This design comes from an exercise in tuning for small area on the open sky130 flow, not from production work.
Function was checked by simulation only, so behaviour that the tests miss may differ from the original.
Power figures rest on the tool's default switching activity, not on a simulated workload.

## flow/design.v (module list and top-level ports; edited modules follow where they fit)
// module glyph_font: 180 lines
// module text_map_status: 38 lines
// module text_map_title: 26 lines
// module text_map_subtitle: 24 lines
// module text_map_finish: 34 lines
// module text_map_labels: 44 lines
// module text_map_menu1: 28 lines
// module text_map_menu2: 24 lines
// module text_map_score: 38 lines
// module sprite_rom_p1: 99 lines
// module sprite_rom_p2: 166 lines
// module UI_Generator: 446 lines
module UI_Generator (
    input logic       clk,
    input logic       reset,
    input logic [9:0] x_pixel,
    input logic [9:0] y_pixel,
    input logic is_intro_state,
    input logic menu_select,
    input  logic [3:0] p1_pos,
    input  logic [3:0] p2_pos,
    output logic       turn_done,
    input  logic       pos_valid,
    input  logic       winner_valid,
    input  logic       turn,
    output logic [3:0] ui_r,
    output logic [3:0] ui_g,
    output logic [3:0] ui_b,
    output logic       ui_enable
);
  // ...
==> flow/run.sh <==
#!/bin/bash
# synth_recipe.tcl (not shown) runs the flow's synth.tcl, then flattens the netlist and writes it again
# the make line also repeats each setting of config.mk as NAME=value (left out here)
make -C /OpenROAD-flow-scripts/flow DESIGN_CONFIG=/design/flow/config.mk WORK_HOME=/design/flow/orfs CLKGATE_MAP_FILE= SYNTH_SCRIPT=/design/flow/synth_recipe.tcl finish
==> flow/config.mk <==
export PLATFORM = sky130hd
export DESIGN_NAME = UI_Generator
export DESIGN_NICKNAME = UI_Generator
export VERILOG_FILES = /design/flow/design.v
export SDC_FILE = /design/flow/constraint.sdc
export NUM_CORES = 4
export LEC_CHECK = 0
export CAP_MARGIN = 20
export CORE_MARGIN = 2
export CORE_UTILIZATION = 40
export SLEW_MARGIN = 20
==> flow/constraint.sdc <==
create_clock -name core_clock -period 40.0 [get_ports {clk}]
set_input_delay 8.0000 -clock core_clock [delete_from_list [all_inputs] [get_ports {clk}]]
set_output_delay 8.0000 -clock core_clock [all_outputs]
set_load 0.01 [all_outputs]
==> impl_metrics.json, run 1 <==
{
  "status": "timing/DRC/antenna clean",
  "nFillCells": 10005,
  "critPathCapture": "ui_g[2]",
  "async_reset_ff_frac": 0.711,
  "clk_share": 0.00425,
  "layout_commonest_cell": "nor2_1",
  "worstMarginPinSlew_ps": 1140,
  "multi_input_cells": 4433,
  "drt_wl_total_mm": 142,
  "ys_ff_latch": 45,
  "hold_viol_final": 0,
  "mostFrequentLayoutCells": "nor2_1, ha_1, inv_1, nand2_1, a21oi_1",
  "netlist_top_cells_count": "nor2_1, ha_1, inv_1, nand2_1, a21oi_1",
  "fin_area_mm2": 0.0409,
  "multi_input_area_mm2": 0.0346,
  "largestClassByArea": "multi-input combinational cells",
  "ys.flop_type": "dfrtp_1",
  "fin_crit_sh": 0.681,
  "worstHoldStart": "tick[0]$_DFF_PP0_",
  "top_usage_layer": "met2",
  "cp-end-kind": "output pin",
  "dr_wl_met3_mm": 12.7,
  "antenna_found_initial": 6,
  "grt_pass1_vias": 37890,
  "crit_family": "compound AO/OA/AOI/OAI gates",
  "pwr-share-comb": 0.943,
  "power_frac_seq": 0.027,
  "ys_types": 115,
  "synth_seq_area_share": 0.0273,
  "hold_depth": 1,
  "clockRootBuffer": "clkbuf_16",
  "synthAdderAreaFrac": 0.349,
  "dpl_cell_area_mm2": 0.0407,
  "cts.clk_slew.worst_paths_ps": 70,
  "clkbuf_count": 5,
  "p_clk_frac": 0.031,
  "fin_nets": 6180,
  "cap_violations": 0,
  "clock_latency_ps": 320,
  "cts_tree": "built",
  "post_cts_buffers": 0,
  "synth-simple-area-share": 0.207,
  "seq_share": 0.0260,
  "slew_violations": 0
}
==> run 2: changes to the inputs <==
--- a/flow/design.v
+++ b/flow/design.v
@@ -429,16 +429,151 @@
             7'd52: glyph = 5'd3;
             7'd53: glyph = 5'd3;
             7'd54: glyph = 5'd6;
             7'd55: glyph = 5'd6;
             default: glyph = 5'd0;
         endcase
     end
 endmodule
+module intro_hills (
+    input  logic [9:0] x,
+    input  logic [9:0] y,
+    output logic       o
+);
+    function automatic logic [9:0] radd(input logic [9:0] a, input logic [9:0] b, input logic ci);
+        logic c;
+        c = ci;
+        for (int i = 0; i < 10; i++) begin
+            radd[i] = a[i] ^ b[i] ^ c;
+            c = (a[i] & b[i]) | (c & (a[i] ^ b[i]));
+        end
+    endfunction
+    logic [4:0] q;
+    logic [3:0] p;
+    logic [9:0] qq, s1, s2, mm, x2;
+    assign q = x[4:0];
+    assign p = x[8:5];
+    assign s1 = radd({6'd0, p & {4{q[0]}}}, {6'd0, p[2:0] & {3{q[1]}}, 1'b0}, 1'b0);
+    assign s2 = radd({6'd0, p[1:0] & {2{q[2]}}, 2'b0}, {6'd0, p[0] & q[3], 3'b0}, 1'b0);
+    assign mm = radd(s1, s2, 1'b0);
+    always_comb begin
+        case (q)
+            5'd0: qq = 10'd0;
+            5'd1: qq = 10'd1;
+            5'd2: qq = 10'd4;
+            5'd3: qq = 10'd9;
+            5'd4: qq = 10'd16;
+            5'd5: qq = 10'd25;
+            5'd6: qq = 10'd36;
+            5'd7: qq = 10'd49;
+            5'd8: qq = 10'd64;
+            5'd9: qq = 10'd81;
+            5'd10: qq = 10'd100;
+            5'd11: qq = 10'd121;
+            5'd12: qq = 10'd144;
+            5'd13: qq = 10'd169;
+            5'd14: qq = 10'd196;
+            5'd15: qq = 10'd225;
+            5'd16: qq = 10'd256;
+            5'd17: qq = 10'd289;
+            5'd18: qq = 10'd324;
+            5'd19: qq = 10'd361;
+            5'd20: qq = 10'd400;
+            5'd21: qq = 10'd441;
+            5'd22: qq = 10'd484;
+            5'd23: qq = 10'd529;
+            5'd24: qq = 10'd576;
+            5'd25: qq = 10'd625;
+            5'd26: qq = 10'd676;
+            5'd27: qq = 10'd729;
+            5'd28: qq = 10'd784;
+            5'd29: qq = 10'd841;
+            5'd30: qq = 10'd900;
+            5'd31: qq = 10'd961;
+        endcase
+    end
+    assign x2 = radd(qq, {mm[3:0], 6'd0}, 1'b0);
+    logic [9:0] b;
+    always_comb begin
+        case (6'(10'd416 - y))
+            6'd60: b = 10'd528;
+            6'd59: b = 10'd409;
+            6'd58: b = 10'd292;
+            6'd57: b = 10'd177;
+            6'd56: b = 10'd64;
+            6'd55: b = 10'd977;
+            6'd54: b = 10'd868;
+            6'd53: b = 10'd761;
+            6'd52: b = 10'd656;
+            6'd51: b = 10'd553;
+            6'd50: b = 10'd452;
+            6'd49: b = 10'd353;
+            6'd48: b = 10'd256;
+            6'd47: b = 10'd161;
+            6'd46: b = 10'd68;
+            6'd45: b = 10'd1001;
+            6'd44: b = 10'd912;
+            6'd43: b = 10'd825;
+            6'd42: b = 10'd740;
+            6'd41: b = 10'd657;
+            6'd40: b = 10'd576;
+            6'd39: b = 10'd497;
+            6'd38: b = 10'd420;
+            6'd37: b = 10'd345;
+            6'd36: b = 10'd272;
+            6'd35: b = 10'd201;
+            6'd34: b = 10'd132;
+            6'd33: b = 10'd65;
+            6'd32: b = 10'd0;
+            6'd31: b = 10'd961;
+            6'd30: b = 10'd900;
+            6'd29: b = 10'd841;
+            6'd28: b = 10'd784;
+            6'd27: b = 10'd729;
+            6'd26: b = 10'd676;
+            6'd25: b = 10'd625;
+            6'd24: b = 10'd576;
+            6'd23: b = 10'd529;
+            6'd22: b = 10'd484;
+            6'd21: b = 10'd441;
+            6'd20: b = 10'd400;
+            6'd19: b = 10'd361;
+            6'd18: b = 10'd324;
+            6'd17: b = 10'd289;
+            6'd16: b = 10'd256;
+            6'd15: b = 10'd225;
+            6'd14: b = 10'd196;
+            6'd13: b = 10'd169;
+            6'd12: b = 10'd144;
+            6'd11: b = 10'd121;
+            6'd10: b = 10'd100;
+            6'd9: b = 10'd81;
+            6'd8: b = 10'd64;
+            6'd7: b = 10'd49;
+            6'd6: b = 10'd36;
+            6'd5: b = 10'd25;
+            6'd4: b = 10'd16;
+            6'd3: b = 10'd9;
+            6'd2: b = 10'd4;
+            6'd1: b = 10'd1;
+            default: b = 10'd0;
+        endcase
+    end
+    logic [9:0] u1, u2, u3;
+    assign u1 = radd({3'd0, x[6:0]}, {1'b0, x[6:0], 2'b0}, 1'b0);
+    assign u2 = radd({x[6:0], 3'b0}, {x[4:0], 5'b0}, 1'b0);
+    assign u3 = radd(u1, u2, 1'b0);
+    logic [9:0] xb, t1, t2;
+    assign xb = radd(x2, b, 1'b0);
+    assign t1 = radd(radd(xb, 10'd64, 1'b0), ~{x[5:0], 4'd0}, 1'b1);
+    assign t2 = radd(radd(xb, 10'd656, 1'b0), ~{u3[6:0], 3'd0}, 1'b1);
+    assign o = ((y >= 10'd356) && (y < 10'd416) && (t1[9:8] == 2'b00)) ||
+               ((y >= 10'd376) && (y < 10'd416) && (t2 < 10'd452));
+endmodule
 module sprite_rom_p1 (
     input  logic [3:0] row,
     input  logic [2:0] col,
     output logic [11:0] rgb
 );
     always_comb begin
         case ({row, col})
             7'd14: rgb = 12'h111;
@@ -694,211 +829,520 @@
             8'd229: rgb = 12'hC50;
             8'd230: rgb = 12'hC50;
             8'd231: rgb = 12'hF92;
             8'd232: rgb = 12'hFA2;
             default: rgb = 12'h000;
         endcase
     end
 endmodule
-`timescale 1ns / 1ps
-module UI_Generator (
-    input logic       clk,
-    input logic       reset,
-    input logic [9:0] x_pixel,
-    input logic [9:0] y_pixel,
-    input logic is_intro_state,
-    input logic menu_select,
+module player_controller (
+    input  logic       clk,
+    input  logic       rst,
     input  logic [3:0] p1_pos,
     input  logic [3:0] p2_pos,
-    output logic       turn_done,
     input  logic       pos_valid,
-    input  logic       winner_valid,
     input  logic       turn,
-    output logic [3:0] ui_r,
-    output logic [3:0] ui_g,
-    output logic [3:0] ui_b,
-    output logic       ui_enable
+    output logic [9:0] p1x,
+    output logic [9:0] p2x,
+    output logic [6:0] cur_y,       
+    output logic       cur,         
+    output logic       turn_done
 );
-    logic [9:0] x, y;
-    assign x = x_pixel;
-    assign y = y_pixel;
     localparam logic [1:0] S_IDLE = 2'd0, S_MOVE = 2'd1, S_JUMP = 2'd2, S_FLAG = 2'd3;
     logic [8:0] tick;
     logic       frame_tick;
     logic       pv_prev;
     logic [1:0] state;
     logic [4:0] cnt;
-    logic       cur;
     logic [3:0] tgt_t, p1_t, p2_t;
-    logic       td;
-    always_ff @(posedge clk or posedge reset) begin
-        if (reset) begin
+    logic [9:0] mvx;
+    logic [2:0] rem;
+    function automatic logic [9:0] tile_x(input logic [3:0] t);
+        case (t)
+            4'd0:  tile_x = 10'd20;
+            4'd1:  tile_x = 10'd80;
+            4'd2:  tile_x = 10'd140;
+            4'd3:  tile_x = 10'd200;
+            4'd4:  tile_x = 10'd260;
+            4'd5:  tile_x = 10'd320;
+            4'd6:  tile_x = 10'd380;
+            4'd7:  tile_x = 10'd440;
+            4'd8:  tile_x = 10'd500;
+            4'd9:  tile_x = 10'd560;
+            4'd10: tile_x = 10'd620;
+            4'd11: tile_x = 10'd0;
+            default: tile_x = 'x;
+        endcase
+    endfunction
+    function automatic logic [9:0] radd(input logic [9:0] a, input logic [9:0] b, input logic ci);
+        logic c;
+        c = ci;
+        for (int i = 0; i < 10; i++) begin
+            radd[i] = a[i] ^ b[i] ^ c;
+            c = (a[i] & b[i]) | (c & (a[i] ^ b[i]));
+        end
+    endfunction
+    always_ff @(posedge clk or posedge rst) begin
+        if (rst) begin
             tick <= 9'd0;
             frame_tick <= 1'b0;
         end else if (tick == 9'd399) begin
             tick <= 9'd0;
             frame_tick <= 1'b1;
         end else begin
             tick <= tick + 9'd1;
             frame_tick <= 1'b0;
         end
     end
-    always_ff @(posedge clk or posedge reset) begin
-        if (reset) pv_prev <= 1'b0;
-        else       pv_prev <= pos_valid;
+    always_ff @(posedge clk or posedge rst) begin
+        if (rst) pv_prev <= 1'b0;
+        else     pv_prev <= pos_valid;
     end
-    logic pos_pulse;
-    assign pos_pulse = pos_valid && !pv_prev;
     logic last_step;
     always_comb begin
         case (state)
             S_MOVE:  last_step = (cnt == 5'd23);
             S_JUMP:  last_step = (cnt == 5'd15);
             default: last_step = (cnt == 5'd19);
         endcase
     end
-    always_ff @(posedge clk or posedge reset) begin
-        if (reset) begin
-            state <= S_IDLE;
-            cnt   <= 5'd0;
-            cur   <= 1'b0;
-            tgt_t <= 4'd0;
-            p1_t  <= 4'd0;
-            p2_t  <= 4'd0;
-            td    <= 1'b0;
+    logic [3:0] new_t;
+    assign new_t = turn ? ((p2_pos > 4'd10) ? 4'd11 : p2_pos) : ((p1_pos > 4'd10) ? 4'd11 : p1_pos);
+    always_ff @(posedge clk or posedge rst) begin
+        if (rst) begin
+            state     <= S_IDLE;
+            cnt       <= 5'd0;
+            cur       <= 1'b0;
+            tgt_t     <= 4'd0;
+            p1_t      <= 4'd0;
+            p2_t      <= 4'd0;
+            turn_done <= 1'b0;
         end else begin
-            td <= 1'b0;
+            turn_done <= 1'b0;
             if (state == S_IDLE) begin
                 cnt <= 5'd0;
-                if (pos_pulse) begin
+                if (pos_valid && !pv_prev) begin
                     cur   <= turn;
-                    tgt_t <= turn ? p2_pos : p1_pos;
+                    tgt_t <= new_t;
                     state <= S_MOVE;
                 end
             end else if (frame_tick) begin
                 if (last_step) begin
                     cnt <= 5'd0;
                     case (state)
                         S_MOVE: begin
                             if (cur) p2_t <= tgt_t;
                             else     p1_t <= tgt_t;
                             state <= S_JUMP;
                         end
                         S_JUMP: begin
-                            state <= (tgt_t == 4'd10) ? S_FLAG : S_IDLE;
-                            td    <= (tgt_t != 4'd10);
+                            state     <= (tgt_t == 4'd10) ? S_FLAG : S_IDLE;
+                            turn_done <= (tgt_t != 4'd10);
                         end
                         default: begin
-                            state <= S_IDLE;
-                            td    <= 1'b1;
+                            state     <= S_IDLE;
+                            turn_done <= 1'b1;
                         end
                     endcase
                 end else begin
                     cnt <= cnt + 5'd1;
                 end
             end
         end
     end
-    assign turn_done = td;
-    function automatic logic [4:0] tile_unit(input logic [3:0] t);   
-        tile_unit = (t <= 4'd10) ? 5'(4'd1 + 3 * t) : 5'd0;
-    endfunction
-    logic [3:0]  st_t;
-    logic [4:0]  u_s, u_t, kmag;
-    logic        kneg, neg;
-    logic [9:0]  kc;
-    logic [11:0] n5;
-    logic [9:0]  q;
-    logic [9:0]  xs, mv_x;
-    assign st_t = cur ? p2_t : p1_t;
-    assign u_s  = tile_unit(st_t);
-    assign u_t  = tile_unit(tgt_t);
-    assign kneg = (u_t < u_s);
-    assign kmag = kneg ? (u_s - u_t) : (u_t - u_s);
-    assign kc   = kmag * cnt;
-    assign neg  = kneg && (cnt != 5'd0);
-    assign n5   = {kc, 2'b00} + {2'b00, kc} + {11'd0, neg};
-    always_comb begin
-        logic [1:0] r;
-        logic [2:0] t3;
-        r = 2'd0;
-        q = 10'd0;
-        for (int i = 10; i >= 0; i--) begin
-            t3 = {r, n5[i+1]};
-            if (t3 >= 3'd3) begin
-                if (i < 10) q[i] = 1'b1;
-                r = 2'(t3 - 3'd3);
-            end else begin
-                r = t3[1:0];
-            end
+    logic [3:0] st_t, w, m;
+    logic [4:0] dtt;
+    logic       s_zero, t_zero, kneg;
+    logic [4:0] a, a1, a2;
+    logic [2:0] b, b1, b2;
+    assign st_t   = cur ? p2_t : p1_t;
+    assign s_zero = (st_t == 4'd11);
+    assign t_zero = (tgt_t == 4'd11);
+    assign dtt    = {1'b0, tgt_t} + {1'b1, ~st_t} + 5'd1;
+    assign m      = dtt[4] ? 4'(~dtt[3:0] + 4'd1) : dtt[3:0];
+    assign w      = t_zero ? st_t : tgt_t;
+    always_comb begin
+        case (m)   
+            4'd0:  begin a1 = 5'd0;  b1 = 3'd0; end
+            4'd1:  begin a1 = 5'd2;  b1 = 3'd3; end
+            4'd2:  begin a1 = 5'd5;  b1 = 3'd0; end
+            4'd3:  begin a1 = 5'd7;  b1 = 3'd3; end
+            4'd4:  begin a1 = 5'd10; b1 = 3'd0; end
+            4'd5:  begin a1 = 5'd12; b1 = 3'd3; end
+            4'd6:  begin a1 = 5'd15; b1 = 3'd0; end
+            4'd7:  begin a1 = 5'd17; b1 = 3'd3; end
+            4'd8:  begin a1 = 5'd20; b1 = 3'd0; end
+            4'd9:  begin a1 = 5'd22; b1 = 3'd3; end
+            4'd10: begin a1 = 5'd25; b1 = 3'd0; end
+            default: begin a1 = 'x; b1 = 'x; end
+        endcase
+        case (w)   
+            4'd0:  begin a2 = 5'd0;  b2 = 3'd5; end
+            4'd1:  begin a2 = 5'd3;  b2 = 3'd2; end
+            4'd2:  begin a2 = 5'd5;  b2 = 3'd5; end
+            4'd3:  begin a2 = 5'd8;  b2 = 3'd2; end
+            4'd4:  begin a2 = 5'd10; b2 = 3'd5; end
+            4'd5:  begin a2 = 5'd13; b2 = 3'd2; end
+            4'd6:  begin a2 = 5'd15; b2 = 3'd5; end
+            4'd7:  begin a2 = 5'd18; b2 = 3'd2; end
+            4'd8:  begin a2 = 5'd20; b2 = 3'd5; end
+            4'd9:  begin a2 = 5'd23; b2 = 3'd2; end
+            4'd10: begin a2 = 5'd25; b2 = 3'd5; end
+            default: begin a2 = 'x; b2 = 'x; end
+        endcase
+        if (s_zero && t_zero) begin
+            a = 5'd0; b = 3'd0; kneg = 1'b0;
+        end else if (s_zero || t_zero) begin
+            a = a2; b = b2; kneg = t_zero;
+        end else begin
+            a = a1; b = b1; kneg = dtt[4];
+        end
+    end
+    logic       first, carry;
+    logic [3:0] rsum;
+    logic [4:0] delta;
+    logic [9:0] dstep, mvx_next;
+    assign first = (cnt == 5'd0);
+    assign rsum  = {1'b0, rem} + {1'b0, b} + {3'd0, first && kneg};
+    assign carry = (rsum >= 4'd6);
+    assign delta = a + {4'd0, carry};
+    assign dstep = kneg ? ~{5'd0, delta} : {5'd0, delta};
+    assign mvx_next = radd(radd(mvx, dstep, kneg), (first && kneg) ? 10'd682 : 10'd0, 1'b0);
+    always_ff @(posedge clk) begin
+        if (state == S_IDLE) begin
+            mvx <= tile_x(turn ? p2_t : p1_t);
+            rem <= 3'd0;
+        end else if (state == S_MOVE && frame_tick) begin
+            mvx <= mvx_next;
+            rem <= carry ? 3'(rsum - 4'd6) : rsum[2:0];
+        end
+    end
+    always_comb begin
+        cur_y = 7'd124;
+        if (state == S_JUMP) begin
+            case (cnt[3:0])
+                4'd1, 4'd15: cur_y = 7'd120;
+                4'd2, 4'd14: cur_y = 7'd116;
+                4'd3, 4'd13: cur_y = 7'd112;
+                4'd4, 4'd12: cur_y = 7'd108;
+                4'd5, 4'd11: cur_y = 7'd104;
+                4'd6, 4'd10: cur_y = 7'd100;
+                4'd7, 4'd9:  cur_y = 7'd96;
+                4'd8:        cur_y = 7'd94;
+                default:     cur_y = 7'd124;
+            endcase
+        end else if (state == S_FLAG) begin
+            case (cnt)
+                5'd0:  cur_y = 7'd90;
+                5'd1:  cur_y = 7'd91;
+                5'd2:  cur_y = 7'd93;
+                5'd3:  cur_y = 7'd95;
+                5'd4:  cur_y = 7'd96;
+                5'd5:  cur_y = 7'd98;
+                5'd6:  cur_y = 7'd100;
+                5'd7:  cur_y = 7'd101;
+                5'd8:  cur_y = 7'd103;
+                5'd9:  cur_y = 7'd105;
+                5'd10: cur_y = 7'd107;
+                5'd11: cur_y = 7'd108;
+                5'd12: cur_y = 7'd110;
+                5'd13: cur_y = 7'd112;
+                5'd14: cur_y = 7'd113;
+                5'd15: cur_y = 7'd115;
+                5'd16: cur_y = 7'd117;
+                5'd17: cur_y = 7'd118;
+                5'd18: cur_y = 7'd120;
+                default: cur_y = 7'd122;
+            endcase
         end
     end
-    assign xs   = 10'(u_s * 20);
-    assign mv_x = xs + (neg ? 10'd683 : 10'd0) + (q ^ {10{neg}});
-    logic [9:0] p1x, p2x, p1y, p2y;
-    logic [9:0] cur_y;
-    logic [5:0] jump_off;
-    logic [9:0] slide_y;
-    always_comb begin
-        case (cnt[3:0])
-            4'd0:  jump_off = 6'd0;
-            4'd1:  jump_off = 6'd4;
-            4'd2:  jump_off = 6'd8;
-            4'd3:  jump_off = 6'd12;
-            4'd4:  jump_off = 6'd16;
-            4'd5:  jump_off = 6'd20;
-            4'd6:  jump_off = 6'd24;
-            4'd7:  jump_off = 6'd28;
-            4'd8:  jump_off = 6'd30;
-            4'd9:  jump_off = 6'd28;
-            4'd10: jump_off = 6'd24;
-            4'd11: jump_off = 6'd20;
-            4'd12: jump_off = 6'd16;
-            4'd13: jump_off = 6'd12;
-            4'd14: jump_off = 6'd8;
-            default: jump_off = 6'd4;
-        endcase
-        case (cnt)
-            5'd0:  slide_y = 10'd90;
-            5'd1:  slide_y = 10'd91;
-            5'd2:  slide_y = 10'd93;
-            5'd3:  slide_y = 10'd95;
-            5'd4:  slide_y = 10'd96;
-            5'd5:  slide_y = 10'd98;
-            5'd6:  slide_y = 10'd100;
-            5'd7:  slide_y = 10'd101;
-            5'd8:  slide_y = 10'd103;
-            5'd9:  slide_y = 10'd105;
-            5'd10: slide_y = 10'd107;
-            5'd11: slide_y = 10'd108;
-            5'd12: slide_y = 10'd110;
-            5'd13: slide_y = 10'd112;
-            5'd14: slide_y = 10'd113;
-            5'd15: slide_y = 10'd115;
-            5'd16: slide_y = 10'd117;
-            5'd17: slide_y = 10'd118;
-            5'd18: slide_y = 10'd120;
-            5'd19: slide_y = 10'd122;
-            default: slide_y = 10'd124;
-        endcase
-        if (state == S_FLAG)      cur_y = slide_y;
-        else if (state == S_JUMP) cur_y = 10'd124 - 10'(jump_off);
-        else                      cur_y = 10'd124;
-    end
-    assign p1x = (state == S_MOVE && !cur) ? mv_x : 10'(tile_unit(p1_t) * 20);
-    assign p2x = (state == S_MOVE &&  cur) ? mv_x : 10'(tile_unit(p2_t) * 20);
-    assign p1y = !cur ? cur_y : 10'd124;
-    assign p2y =  cur ? cur_y : 10'd124;
-    logic [10:0] d1x, d1y, d2x, d2y;
+    assign p1x = (state == S_MOVE && !cur) ? mvx : tile_x(p1_t);
+    assign p2x = (state == S_MOVE &&  cur) ? mvx : tile_x(p2_t);
+endmodule
+module shape_cloud1 (
+    input  logic [9:0] x,
+    input  logic [9:0] y,
+    output logic       o
+);
+    function automatic logic ge(input logic [9:0] a, input logic [9:0] b);   
+        logic c;
+        c = 1'b1;
+        for (int i = 0; i < 10; i++) c = (a[i] & ~b[i]) | (c & ~(a[i] ^ b[i]));
+        ge = c;
+    endfunction
+    logic [9:0] l1, r1, l2, r2;
+    logic v1, v2;
+    always_comb begin
+        l1 = 'x; r1 = 'x; l2 = 'x; r2 = 'x; v1 = 1'b0; v2 = 1'b0;
+        case (y)
+            10'd36: begin v1 = 1'b1; l1 = 10'd114; r1 = 10'd126; end
+            10'd37: begin v1 = 1'b1; l1 = 10'd111; r1 = 10'd129; end
+            10'd38: begin v1 = 1'b1; l1 = 10'd109; r1 = 10'd131; end
+            10'd39: begin v1 = 1'b1; l1 = 10'd107; r1 = 10'd133; end
+            10'd40: begin v1 = 1'b1; l1 = 10'd106; r1 = 10'd134; end
+            10'd41: begin v1 = 1'b1; l1 = 10'd104; r1 = 10'd136; end
+            10'd42: begin v1 = 1'b1; l1 = 10'd103; r1 = 10'd137; end
+            10'd43: begin v1 = 1'b1; l1 = 10'd102; r1 = 10'd138; end
+            10'd44: begin v1 = 1'b1; l1 = 10'd101; r1 = 10'd151; end
+            10'd45: begin v1 = 1'b1; l1 = 10'd101; r1 = 10'd154; end
+            10'd46: begin v1 = 1'b1; l1 = 10'd100; r1 = 10'd156; end
+            10'd47: begin v1 = 1'b1; l1 = 10'd99; r1 = 10'd157; end
+            10'd48: begin v1 = 1'b1; l1 = 10'd99; r1 = 10'd158; end
+            10'd49: begin v1 = 1'b1; l1 = 10'd98; r1 = 10'd160; end
+            10'd50: begin v1 = 1'b1; l1 = 10'd98; r1 = 10'd161; end
+            10'd51: begin v1 = 1'b1; l1 = 10'd94; r1 = 10'd161; end
+            10'd52: begin v1 = 1'b1; l1 = 10'd92; r1 = 10'd162; end
+            10'd53: begin v1 = 1'b1; l1 = 10'd90; r1 = 10'd163; end
+            10'd54: begin v1 = 1'b1; l1 = 10'd89; r1 = 10'd164; end
+            10'd55: begin v1 = 1'b1; l1 = 10'd87; r1 = 10'd164; end
+            10'd56: begin v1 = 1'b1; l1 = 10'd86; r1 = 10'd165; end
+            10'd57: begin v1 = 1'b1; l1 = 10'd85; r1 = 10'd165; end
+            10'd58: begin v1 = 1'b1; l1 = 10'd85; r1 = 10'd165; end
+            10'd59: begin v1 = 1'b1; l1 = 10'd84; r1 = 10'd166; end
+            10'd60: begin v1 = 1'b1; l1 = 10'd83; r1 = 10'd166; end
+            10'd61: begin v1 = 1'b1; l1 = 10'd83; r1 = 10'd166; end
+            10'd62: begin v1 = 1'b1; l1 = 10'd82; r1 = 10'd166; end
+            10'd63: begin v1 = 1'b1; l1 = 10'd82; r1 = 10'd166; end
+            10'd64: begin v1 = 1'b1; l1 = 10'd81; r1 = 10'd166; end
+            10'd65: begin v1 = 1'b1; l1 = 10'd81; r1 = 10'd166; end
+            10'd66: begin v1 = 1'b1; l1 = 10'd81; r1 = 10'd166; end
+            10'd67: begin v1 = 1'b1; l1 = 10'd81; r1 = 10'd166; end
+            10'd68: begin v1 = 1'b1; l1 = 10'd81; r1 = 10'd166; end
+            10'd69: begin v1 = 1'b1; l1 = 10'd81; r1 = 10'd166; end
+            10'd70: begin v1 = 1'b1; l1 = 10'd81; r1 = 10'd166; end
+            10'd71: begin v1 = 1'b1; l1 = 10'd81; r1 = 10'd166; end
+            10'd72: begin v1 = 1'b1; l1 = 10'd81; r1 = 10'd165; end
+            10'd73: begin v1 = 1'b1; l1 = 10'd81; r1 = 10'd165; end
+            10'd74: begin v1 = 1'b1; l1 = 10'd81; r1 = 10'd165; end
+            10'd75: begin v1 = 1'b1; l1 = 10'd81; r1 = 10'd164; end
+            10'd76: begin v1 = 1'b1; l1 = 10'd81; r1 = 10'd164; end
+            10'd77: begin v1 = 1'b1; l1 = 10'd82; r1 = 10'd163; end
+            10'd78: begin v1 = 1'b1; l1 = 10'd82; r1 = 10'd162; end
+            10'd79: begin v1 = 1'b1; l1 = 10'd83; r1 = 10'd161; end
+            10'd80: begin v1 = 1'b1; l1 = 10'd83; r1 = 10'd161; end
+            10'd81: begin v1 = 1'b1; l1 = 10'd84; r1 = 10'd160; end
+            10'd82: begin v1 = 1'b1; l1 = 10'd85; r1 = 10'd158; end
+            10'd83: begin v1 = 1'b1; l1 = 10'd85; r1 = 10'd129; v2 = 1'b1; l2 = 10'd133; r2 = 10'd157; end
+            10'd84: begin v1 = 1'b1; l1 = 10'd86; r1 = 10'd126; v2 = 1'b1; l2 = 10'd134; r2 = 10'd156; end
+            10'd85: begin v1 = 1'b1; l1 = 10'd87; r1 = 10'd113; v2 = 1'b1; l2 = 10'd136; r2 = 10'd154; end
+            10'd86: begin v1 = 1'b1; l1 = 10'd89; r1 = 10'd111; v2 = 1'b1; l2 = 10'd139; r2 = 10'd151; end
+            10'd87: begin v1 = 1'b1; l1 = 10'd90; r1 = 10'd110; end
+            10'd88: begin v1 = 1'b1; l1 = 10'd92; r1 = 10'd108; end
+            10'd89: begin v1 = 1'b1; l1 = 10'd94; r1 = 10'd106; end
+            default: ;
+        endcase
+    end
+    assign o = (v1 && ge(x, l1) && ge(r1, x)) || (v2 && ge(x, l2) && ge(r2, x));
+endmodule
+module shape_cloud2 (
+    input  logic [9:0] x,
+    input  logic [9:0] y,
+    output logic       o
+);
+    function automatic logic ge(input logic [9:0] a, input logic [9:0] b);   
+        logic c;
+        c = 1'b1;
+        for (int i = 0; i < 10; i++) c = (a[i] & ~b[i]) | (c & ~(a[i] ^ b[i]));
+        ge = c;
+    endfunction
+    logic [9:0] l1, r1, l2, r2;
+    logic v1, v2;
+    always_comb begin
+        l1 = 'x; r1 = 'x; l2 = 'x; r2 = 'x; v1 = 1'b0; v2 = 1'b0;
+        case (y)
+            10'd59: begin v1 = 1'b1; l1 = 10'd514; r1 = 10'd526; end
+            10'd60: begin v1 = 1'b1; l1 = 10'd511; r1 = 10'd529; end
+            10'd61: begin v1 = 1'b1; l1 = 10'd509; r1 = 10'd531; end
+            10'd62: begin v1 = 1'b1; l1 = 10'd508; r1 = 10'd532; end
+            10'd63: begin v1 = 1'b1; l1 = 10'd507; r1 = 10'd533; end
+            10'd64: begin v1 = 1'b1; l1 = 10'd505; r1 = 10'd535; end
+            10'd65: begin v1 = 1'b1; l1 = 10'd504; r1 = 10'd536; end
+            10'd66: begin v1 = 1'b1; l1 = 10'd504; r1 = 10'd536; end
+            10'd67: begin v1 = 1'b1; l1 = 10'd503; r1 = 10'd537; end
+            10'd68: begin v1 = 1'b1; l1 = 10'd502; r1 = 10'd538; end
+            10'd69: begin v1 = 1'b1; l1 = 10'd501; r1 = 10'd539; end
+            10'd70: begin v1 = 1'b1; l1 = 10'd501; r1 = 10'd539; end
+            10'd71: begin v1 = 1'b1; l1 = 10'd500; r1 = 10'd545; end
+            10'd72: begin v1 = 1'b1; l1 = 10'd500; r1 = 10'd548; end
+            10'd73: begin v1 = 1'b1; l1 = 10'd495; r1 = 10'd549; end
+            10'd74: begin v1 = 1'b1; l1 = 10'd492; r1 = 10'd551; end
+            10'd75: begin v1 = 1'b1; l1 = 10'd491; r1 = 10'd552; end
+            10'd76: begin v1 = 1'b1; l1 = 10'd489; r1 = 10'd553; end
+            10'd77: begin v1 = 1'b1; l1 = 10'd488; r1 = 10'd554; end
+            10'd78: begin v1 = 1'b1; l1 = 10'd487; r1 = 10'd554; end
+            10'd79: begin v1 = 1'b1; l1 = 10'd486; r1 = 10'd555; end
+            10'd80: begin v1 = 1'b1; l1 = 10'd486; r1 = 10'd556; end
+            10'd81: begin v1 = 1'b1; l1 = 10'd485; r1 = 10'd556; end
+            10'd82: begin v1 = 1'b1; l1 = 10'd484; r1 = 10'd556; end
+            10'd83: begin v1 = 1'b1; l1 = 10'd484; r1 = 10'd557; end
+            10'd84: begin v1 = 1'b1; l1 = 10'd484; r1 = 10'd557; end
+            10'd85: begin v1 = 1'b1; l1 = 10'd483; r1 = 10'd557; end
+            10'd86: begin v1 = 1'b1; l1 = 10'd483; r1 = 10'd557; end
+            10'd87: begin v1 = 1'b1; l1 = 10'd483; r1 = 10'd557; end
+            10'd88: begin v1 = 1'b1; l1 = 10'd483; r1 = 10'd557; end
+            10'd89: begin v1 = 1'b1; l1 = 10'd483; r1 = 10'd557; end
+            10'd90: begin v1 = 1'b1; l1 = 10'd483; r1 = 10'd557; end
+            10'd91: begin v1 = 1'b1; l1 = 10'd483; r1 = 10'd557; end
+            10'd92: begin v1 = 1'b1; l1 = 10'd483; r1 = 10'd557; end
+            10'd93: begin v1 = 1'b1; l1 = 10'd483; r1 = 10'd557; end
+            10'd94: begin v1 = 1'b1; l1 = 10'd483; r1 = 10'd556; end
+            10'd95: begin v1 = 1'b1; l1 = 10'd483; r1 = 10'd556; end
+            10'd96: begin v1 = 1'b1; l1 = 10'd484; r1 = 10'd556; end
+            10'd97: begin v1 = 1'b1; l1 = 10'd484; r1 = 10'd555; end
+            10'd98: begin v1 = 1'b1; l1 = 10'd484; r1 = 10'd554; end
+            10'd99: begin v1 = 1'b1; l1 = 10'd485; r1 = 10'd554; end
+            10'd100: begin v1 = 1'b1; l1 = 10'd486; r1 = 10'd553; end
+            10'd101: begin v1 = 1'b1; l1 = 10'd486; r1 = 10'd526; v2 = 1'b1; l2 = 10'd528; r2 = 10'd552; end
+            10'd102: begin v1 = 1'b1; l1 = 10'd487; r1 = 10'd513; v2 = 1'b1; l2 = 10'd529; r2 = 10'd551; end
+            10'd103: begin v1 = 1'b1; l1 = 10'd488; r1 = 10'd512; v2 = 1'b1; l2 = 10'd531; r2 = 10'd549; end
+            10'd104: begin v1 = 1'b1; l1 = 10'd489; r1 = 10'd511; v2 = 1'b1; l2 = 10'd532; r2 = 10'd548; end
+            10'd105: begin v1 = 1'b1; l1 = 10'd491; r1 = 10'd509; v2 = 1'b1; l2 = 10'd535; r2 = 10'd545; end
+            10'd106: begin v1 = 1'b1; l1 = 10'd492; r1 = 10'd508; end
+            10'd107: begin v1 = 1'b1; l1 = 10'd495; r1 = 10'd505; end
+            default: ;
+        endcase
+    end
+    assign o = (v1 && ge(x, l1) && ge(r1, x)) || (v2 && ge(x, l2) && ge(r2, x));
+endmodule
+module shape_bush1 (
+    input  logic [9:0] x,
+    input  logic [9:0] y,
+    output logic       o
+);
+    function automatic logic ge(input logic [9:0] a, input logic [9:0] b);   
+        logic c;
+        c = 1'b1;
+        for (int i = 0; i < 10; i++) c = (a[i] & ~b[i]) | (c & ~(a[i] ^ b[i]));
+        ge = c;
+    endfunction
+    logic [9:0] l1, r1, l2, r2;
+    logic v1, v2;
+    always_comb begin
+        l1 = 'x; r1 = 'x; l2 = 'x; r2 = 'x; v1 = 1'b0; v2 = 1'b0;
+        case (y)
+            10'd392: begin v1 = 1'b1; l1 = 10'd250; r1 = 10'd310; end
+            10'd393: begin v1 = 1'b1; l1 = 10'd249; r1 = 10'd311; end
+            10'd394: begin v1 = 1'b1; l1 = 10'd248; r1 = 10'd312; end
+            10'd395: begin v1 = 1'b1; l1 = 10'd247; r1 = 10'd313; end
+            10'd396: begin v1 = 1'b1; l1 = 10'd247; r1 = 10'd313; end
+            10'd397: begin v1 = 1'b1; l1 = 10'd246; r1 = 10'd314; end
+            10'd398: begin v1 = 1'b1; l1 = 10'd246; r1 = 10'd314; end
+            10'd399: begin v1 = 1'b1; l1 = 10'd245; r1 = 10'd315; end
+            10'd400: begin v1 = 1'b1; l1 = 10'd245; r1 = 10'd315; end
+            10'd401: begin v1 = 1'b1; l1 = 10'd245; r1 = 10'd315; end
+            10'd402: begin v1 = 1'b1; l1 = 10'd245; r1 = 10'd315; end
+            10'd403: begin v1 = 1'b1; l1 = 10'd245; r1 = 10'd315; end
+            10'd404: begin v1 = 1'b1; l1 = 10'd245; r1 = 10'd315; end
+            10'd405: begin v1 = 1'b1; l1 = 10'd245; r1 = 10'd315; end
+            10'd406: begin v1 = 1'b1; l1 = 10'd245; r1 = 10'd315; end
+            10'd407: begin v1 = 1'b1; l1 = 10'd245; r1 = 10'd315; end
+            10'd408: begin v1 = 1'b1; l1 = 10'd245; r1 = 10'd315; end
+            10'd409: begin v1 = 1'b1; l1 = 10'd245; r1 = 10'd315; end
+            10'd410: begin v1 = 1'b1; l1 = 10'd246; r1 = 10'd314; end
+            10'd411: begin v1 = 1'b1; l1 = 10'd246; r1 = 10'd314; end
+            10'd412: begin v1 = 1'b1; l1 = 10'd247; r1 = 10'd313; end
+            10'd413: begin v1 = 1'b1; l1 = 10'd247; r1 = 10'd313; end
+            10'd414: begin v1 = 1'b1; l1 = 10'd248; r1 = 10'd312; end
+            10'd415: begin v1 = 1'b1; l1 = 10'd249; r1 = 10'd311; end
+            default: ;
+        endcase
+    end
+    assign o = (v1 && ge(x, l1) && ge(r1, x));
+endmodule
+module shape_bush2 (
+    input  logic [9:0] x,
+    input  logic [9:0] y,
+    output logic       o
+);
+    function automatic logic ge(input logic [9:0] a, input logic [9:0] b);   
+        logic c;
+        c = 1'b1;
+        for (int i = 0; i < 10; i++) c = (a[i] & ~b[i]) | (c & ~(a[i] ^ b[i]));
+        ge = c;
+    endfunction
+    logic [9:0] l1, r1, l2, r2;
+    logic v1, v2;
+    always_comb begin
+        l1 = 'x; r1 = 'x; l2 = 'x; r2 = 'x; v1 = 1'b0; v2 = 1'b0;
+        case (y)
+            10'd396: begin v1 = 1'b1; l1 = 10'd551; r1 = 10'd609; end
+            10'd397: begin v1 = 1'b1; l1 = 10'd550; r1 = 10'd610; end
+            10'd398: begin v1 = 1'b1; l1 = 10'd549; r1 = 10'd611; end
+            10'd399: begin v1 = 1'b1; l1 = 10'd548; r1 = 10'd612; end
+            10'd400: begin v1 = 1'b1; l1 = 10'd548; r1 = 10'd612; end
+            10'd401: begin v1 = 1'b1; l1 = 10'd547; r1 = 10'd613; end
+            10'd402: begin v1 = 1'b1; l1 = 10'd547; r1 = 10'd613; end
+            10'd403: begin v1 = 1'b1; l1 = 10'd547; r1 = 10'd613; end
+            10'd404: begin v1 = 1'b1; l1 = 10'd547; r1 = 10'd613; end
+            10'd405: begin v1 = 1'b1; l1 = 10'd547; r1 = 10'd613; end
+            10'd406: begin v1 = 1'b1; l1 = 10'd547; r1 = 10'd613; end
+            10'd407: begin v1 = 1'b1; l1 = 10'd547; r1 = 10'd613; end
+            10'd408: begin v1 = 1'b1; l1 = 10'd547; r1 = 10'd613; end
+            10'd409: begin v1 = 1'b1; l1 = 10'd547; r1 = 10'd613; end
+            10'd410: begin v1 = 1'b1; l1 = 10'd547; r1 = 10'd613; end
+            10'd411: begin v1 = 1'b1; l1 = 10'd547; r1 = 10'd613; end
+            10'd412: begin v1 = 1'b1; l1 = 10'd548; r1 = 10'd612; end
+            10'd413: begin v1 = 1'b1; l1 = 10'd548; r1 = 10'd612; end
+            10'd414: begin v1 = 1'b1; l1 = 10'd549; r1 = 10'd611; end
+            10'd415: begin v1 = 1'b1; l1 = 10'd550; r1 = 10'd610; end
+            default: ;
+        endcase
+    end
+    assign o = (v1 && ge(x, l1) && ge(r1, x));
+endmodule
+`timescale 1ns / 1ps
+module UI_Generator (
+    input logic       clk,
+    input logic       reset,
+    input logic [9:0] x_pixel,
+    input logic [9:0] y_pixel,
+    input logic is_intro_state,
+    input logic menu_select,
+    input  logic [3:0] p1_pos,
+    input  logic [3:0] p2_pos,
+    output logic       turn_done,
+    input  logic       pos_valid,
+    input  logic       winner_valid,
+    input  logic       turn,
+    output logic [3:0] ui_r,
+    output logic [3:0] ui_g,
+    output logic [3:0] ui_b,
+    output logic       ui_enable
+);
+    logic [9:0] x, y;
+    assign x = x_pixel;
+    assign y = y_pixel;
+    logic [9:0] p1x, p2x;
+    logic [6:0] cur_y;
+    logic       cur;
+    player_controller u_ctrl (
+        .clk(clk), .rst(reset), .p1_pos(p1_pos), .p2_pos(p2_pos),
+        .pos_valid(pos_valid), .turn(turn),
+        .p1x(p1x), .p2x(p2x), .cur_y(cur_y), .cur(cur), .turn_done(turn_done)
+    );
+    function automatic logic [10:0] rsub11(input logic [9:0] a, input logic [9:0] b);   
+        logic c;
+        logic [10:0] r;
+        c = 1'b1;
+        for (int i = 0; i < 10; i++) begin
+            r[i] = a[i] ^ ~b[i] ^ c;
+            c = (a[i] & ~b[i]) | (c & (a[i] ^ ~b[i]));
+        end
+        r[10] = ~c;
+        rsub11 = r;
+    endfunction
+    logic [10:0] d1x, d1y, d2x, d2y, dyc, dy124;
     logic in_p1, in_p2, icon_rows, in_i1, in_i2;
-    assign d1x = {1'b0, x} - {1'b0, p1x};
-    assign d1y = {1'b0, y} - {1'b0, p1y};
-    assign d2x = {1'b0, x} - {1'b0, p2x};
-    assign d2y = {1'b0, y} - {1'b0, p2y};
+    assign d1x   = rsub11(x, p1x);
+    assign d2x   = rsub11(x, p2x);
+    assign dyc   = rsub11(y, {3'd0, cur_y});
+    assign dy124 = {1'b0, y} - 11'd124;
+    assign d1y   = cur ? dy124 : dyc;
+    assign d2y   = cur ? dyc : dy124;
     assign in_p1 = (d1x[10:4] == 7'd0) && (d1y[10:4] == 7'd0);
     assign in_p2 = (d2x[10:4] == 7'd0) && (d2y[10:4] == 7'd0);
     assign icon_rows = (y[9:4] == 6'd2);
     assign in_i1 = icon_rows && (x[9:4] == 6'd13);
     assign in_i2 = icon_rows && (x[9:4] == 6'd33);
     logic [3:0] k_row, k_col, e_row, e_col;
     logic [11:0] k_rgb, e_rgb;
     assign k_row = icon_rows ? y[3:0] : d1y[3:0];
@@ -1056,44 +1500,26 @@
     assign lab_black = lab_edge_y ||
                        (l1_box && (x < 10'd59 || x >= 10'd261)) ||
                        (l2_box && (x < 10'd427 || x >= 10'd533)) ||
                        (b_lab && tp);
     logic cam_border;
     assign cam_border = (y >= 10'd240) &&
                         ((y < 10'd252) || (y >= 10'd468) || (x < 10'd12) || (x >= 10'd628) ||
                          (x >= 10'd312 && x < 10'd328));
-    function automatic logic disc(input logic [9:0] px, input logic [9:0] py,
-                                  input int cx, input int cy, input int r);
-        logic [10:0] dx, dy;
-        logic [10:0] ax, ay;
-        logic [10:0] s;
-        dx = {1'b0, px} - 11'(cx);
-        dy = {1'b0, py} - 11'(cy);
-        ax = {6'd0, dx[10] ? 5'(-dx) : dx[4:0]};
-        ay = {6'd0, dy[10] ? 5'(-dy) : dy[4:0]};
-        s  = ax * ax + ay * ay;
-        disc = (dx[10] ? (-dx < 11'(r)) : (dx < 11'(r))) &&
-               (dy[10] ? (-dy < 11'(r)) : (dy < 11'(r))) &&
-               (s < 11'(r * r));
-    endfunction
     logic in_cloud, in_hill, in_bush, pipe_top, pipe_body, in_qblk, qblk_mark;
     logic t_border, t_box, in_ground, mortar;
-    assign in_cloud = disc(x, y, 100, 70, 20) || disc(x, y, 120, 60, 25) || disc(x, y, 145, 65, 22) ||
-                      disc(x, y, 500, 90, 18) || disc(x, y, 520, 80, 22) || disc(x, y, 540, 88, 18);
-    logic [9:0] h1x, h2x, hy;
-    assign h1x = x - 10'd520;
-    assign h2x = x - 10'd180;
-    assign hy  = y - 10'd416;
-    assign in_hill = ((y >= 10'd356) && (y < 10'd416) && (10'(h1x * h1x + hy * hy) < 10'd256)) ||
-                     ((y >= 10'd376) && (y < 10'd416) && (10'(h2x * h2x + hy * hy) < 10'd452));
-    assign in_bush = ((y >= 10'd392) && (y < 10'd416) &&
-                      (disc(x, y, 260, 404, 16) || disc(x, y, 280, 400, 20) || disc(x, y, 300, 404, 16))) ||
-                     ((y >= 10'd396) && (y < 10'd416) &&
-                      (disc(x, y, 560, 406, 14) || disc(x, y, 580, 402, 18) || disc(x, y, 600, 406, 14)));
+    logic c1, c2, bu1, bu2;
+    shape_cloud1 u_c1 (.x(x), .y(y), .o(c1));
+    shape_cloud2 u_c2 (.x(x), .y(y), .o(c2));
+    shape_bush1  u_b1 (.x(x), .y(y), .o(bu1));
+    shape_bush2  u_b2 (.x(x), .y(y), .o(bu2));
+    intro_hills  u_h  (.x(x), .y(y), .o(in_hill));
+    assign in_cloud = c1 || c2;
+    assign in_bush  = bu1 || bu2;
     assign pipe_top  = (x >= 10'd80) && (x < 10'd136) && (y >= 10'd348) && (y < 10'd368);
     assign pipe_body = (x >= 10'd88) && (x < 10'd128) && (y >= 10'd368) && (y < 10'd416);
     logic [3:0] qx, qy;
     assign in_qblk = (x >= 10'd400) && (x < 10'd432) && (y >= 10'd200) && (y < 10'd232);
     assign qx = {~x[3], x[2:0]};
     assign qy = y[3:0];
     assign qblk_mark = (x >= 10'd408) && (x < 10'd424) && (y >= 10'd208) && (y < 10'd224) &&
                        ((qy < 4'd4 && qx >= 4'd4 && qx < 4'd12) ||
==> flow/config.mk (replaced) <==
export PLATFORM = sky130hd
export DESIGN_NAME = UI_Generator
export DESIGN_NICKNAME = UI_Generator
export VERILOG_FILES = /design/flow/design.v
export SDC_FILE = /design/flow/constraint.sdc
export NUM_CORES = 4
export LEC_CHECK = 0
export ABC_AREA = 1
export CAP_MARGIN = 20
export CORE_MARGIN = 2
export CORE_UTILIZATION = 40
export SLEW_MARGIN = 20
==> impl_metrics.json, run 2 <==
{
  "status": "timing/DRC/antenna clean",
  "regToRegSetupSlack_ps": 30690,
  "hold_viol_final": 0,
  "num_vias": 24706,
  "grt_max_degree": 48,
  "grt_setup_unrepaired": "false",
  "min_period_ps": 25470,
  "drt_wl_total_mm": 85.2,
  "grt_pass1_vias": 22877,
  "layout_commonest_cell": "nand2_1",
  "cts.sinks": 58,
  "crit_type": "in2out",
  "post_cts_buffers": 0,
  "yosys.cell_count.top_type": "nand2_1",
  "grt_use_total": 0.313,
  "vdd_drop_max_mv": 0.0199,
  "netSwitchingFraction": 0.525,
  "synth_seq_area_share": 0.0701,
  "fp.dieW_um": 229,
  "async_reset_ff_frac": 0.552,
  "syn_nets": 3845,
  "grt_pass1_wl_mm": 131,
  "gp_congestion": 1.05,
  "cts_max_path_buffers": 2,
  "ys_types": 78,
  "cap_violations": 0,
  "slew_headroom": 0.209,
  "worstRegToRegCells": 38,
  "pin_count": 49,
  "worst_path_most_repeated_cell": "fa_1",
  "p_leak_nw": 10.9,
  "p_clk_frac": 0.181,
  "power_switching_w": 0.000229,
  "wire_per_inst_um": 20.4,
  "power_density_mw_per_mm2": 20.2,
  "mostFrequentLayoutCells": "nand2_1, inv_1, nor2_1, o21ai_0, nand3_1",
  "cts_buffers": 9,
  "dr.first_iter.drc_count": 3096,
  "startpoint_type": "input pin",
  "synthTopCellsByArea": "nand2_1, ha_1, inv_1",
  "drt_pass1_iterations": 6,
  "clock_latency_ps": 350,
  "worstHoldStart": "u_ctrl.tick[0]$_DFF_PP0_",
  "cts_hold_buf": 0,
  "critPathMaxStageDelay_ps": 590,
  "max_freq_ghz": 0.0393,
  "drive_gt1_frac": 0.0406,
  "synth.avg_cell_area_um2": 5.76,
  "setup_tns_ps": 0,
  "synthCells": 3521,
  "setup_viol": 0,
  "fin_nets": 3817,
  "pwr-share-comb": 0.678,
  "hold_depth": 1,
  "fin_crit_sh": 0.637,
  "crit-reg2reg-launch": "u_ctrl.cur$_DFFE_PP0P_",
  "ys_ff_latch": 58,
  "synth_warnings": 18,
  "timing.final.ws_setup_ps": 14530,
  "dp_slack_ps": 14780,
  "reg.largest.list": "game_q x12, u_ctrl.mvx x10, u_ctrl.tick x9",
  "yosysTopAreaCell": "nand2_1",
  "cp-end-kind": "output pin",
  "power_frac_seq": 0.141,
  "worstMarginPinSlew_ps": 1180,
  "netlist_top_cells_count": "nand2_1, inv_1, nor2_1, o21ai_0, nand3_1",
  "hold_class": "reg2reg",
  "dp_hpwl_mm": 65.2,
  "cp_max_fo": 19,
  "netlist_area_mm2": 0.0203,
  "core_area_mm2": 0.0501,
  "cts_tree": "built",
  "dieHeight_um": 229,
  "viasPerCell": 5.92,
  "n_antenna_cell": 0,
  "nFillCells": 5686,
  "slew_violations": 0,
  "grt_overflow_total": 0,
  "min_to": "u_ctrl.tick[0]$_DFF_PP0_",
  "antenna_found_initial": 0,
  "clockRootBuffer": "clkbuf_16",
  "htreeDepth": 3,
  "io_buffers": 48,
  "ys.flop_type": "dfrtp_1",
  "rows": 82,
  "largest_register_ffs": 12,
  "cts_resized": 0,
  "drc": 0,
  "reg2reg_to": "u_ctrl.mvx[9]$_DFFE_PP_",
  "largest-register": "game_q",
  "netlist.area_leader.share": 0.174,
  "cpMaxStageDelayCell": "clkinv_1",
  "syn2layout_area_growth_pct": 6.22,
  "synth-edff-count": 10,
  "postRouteAntennaNets": 0,
  "intPower_w": 0.000207,
  "cp.arrival_ps": 17470,
  "skew_ps": 20.3,
  "cts.clk_slew.worst_paths_ps": 60,
  "dieArea_mm2": 0.0525,
  "start_util": 0.405,
  "required_ps": 32000
}
-- run 2: cell count changes in the layout (fill, tap and decap cells not counted), moves of 69 or more --
cell,delta
nand2_1,+475
ha_1,-380
nor2_1,-268
xnor2_1,-247
fa_1,-238
a21oi_1,-175
nand3_1,+152
inv_1,-113
nor3_1,-79
a21o_1,-75
buf_4,-69
-- run 2: layer usage --
| layer | GRT usage | vias to the layer above | share of wire |
|---|---|---|---|
| li1 | - | 11640 | - |
| met1 | 0.415 | 11268 | 0.41 |
| met2 | 0.507 | 1516 | 0.44 |
| met3 | 0.0453 | 282 | 0.096 |
| met4 | 0.138 | 0 | 0.048 |
| met5 | 0 | - | 0 |
-- run 2: worst max-delay path, delay by kind of cell --
family                     cells  cell delay, ps
adders and majority gates     10            3630
buffers and inverters         11            2660
and+or+nand+nor               10            1490
AOI/OAI and AO/OA              4             960
xor gates and xnor gates       4             710
-- run 2: final cells by class --
type / count / area [µm²] / area share
Clock buffer: 10 / 229 / 0.0106
Clock inverter: 6 / 57.6 / 0.00267
Inverter: 503 / 1890 / 0.0878
Multi-Input combinational cell: 2833 / 16300 / 0.758
Sequential cell: 58 / 1420 / 0.0660
Tap cell: 672 / 841 / 0.0390
Timing Repair Buffer: 88 / 766 / 0.0356
-- run 2: worst max path at each step --
stage / startpoint / to / slack, ps / cells past startpoint
floorplan: y_pixel[2] / ui_r[2] / 16980 / 37
global placement: y_pixel[1] / ui_r[0] / 14930 / 39
detailed placement: y_pixel[1] / ui_r[0] / 14780 / 39
CTS: y_pixel[1] / ui_r[0] / 14750 / 39
global route: y_pixel[1] / ui_r[2] / 13960 / 39
finish: y_pixel[1] / ui_r[0] / 14530 / 39
-- run 2: stage by stage --
stage | instance area [µm²] | instances | util | hold slack [ps] | total power (W)
finish | 21500 | 4170 | 0.430 | 483 | 0.000435
floorplan | 20300 | 3521 | - | 449 | 0.000265
detailed placement | 21300 | 4154 | 0.424 | 477 | 0.000348
CTS | 21500 | 4170 | 0.430 | 486 | 0.000428
global placement | 21300 | 4154 | 0.424 | 469 | 0.000348
global route | 21500 | 4170 | 0.430 | 525 | 0.000471
-- run 2: power groups by stage --
stage	Combinational [W]	Sequential, W	Clock, W
CTS	0.000287	0.0000613	0.0000798
floorplan	0.000203	0.0000623	0
global placement	0.000286	0.0000624	0
global route	0.000327	0.0000613	0.0000822
finish	0.000295	0.0000613	0.0000787
detailed placement	0.000285	0.0000624	0
-- run 2: cells by family after synthesis --
family                     Yosys count  share of synthesized area
adders and majority gates          289                      0.199
and+or+nand+nor                   1717                      0.357
AOI/OAI and AO/OA                  774                      0.226
muxes                                3                    0.00148
DFF                                 58                     0.0701
xor gates and xnor gates            50                     0.0216
buffers and inverters              630                      0.124

==> static timing again, ports no longer ideal <==
In the flow no input, the clock included, has a driving cell. The finished layouts below were timed again as built, in two steps. Step 1, drivers: a clkbuf_16 drives clk and a buf_2 each remaining input, both assumed. Step 2 also shifts input and output timing later by t, the mid clock arrival at the registers, as if the neighbouring blocks saw the same clock. a / b / c = ideal / step 1 / step 2; a / b = the first two.
| run | t, ns | setup WS [ns] | worst register clock-pin slew, ns | cell pins on the clock port's net |
|---|---|---|---|---|
| run 1 | 0.355 | 12.745 / 12.724 / 12.724 | 0.08 / 0.08 | 1 |
| run 2 | 0.392 | 14.526 / 14.504 / 14.504 | 0.06 / 0.06 | 1 |
After both steps every run listed still meets setup and hold. The setup slack of run 2, which loses most, moves by -0.022 ns with the drivers and by -0.022 ns with both steps.
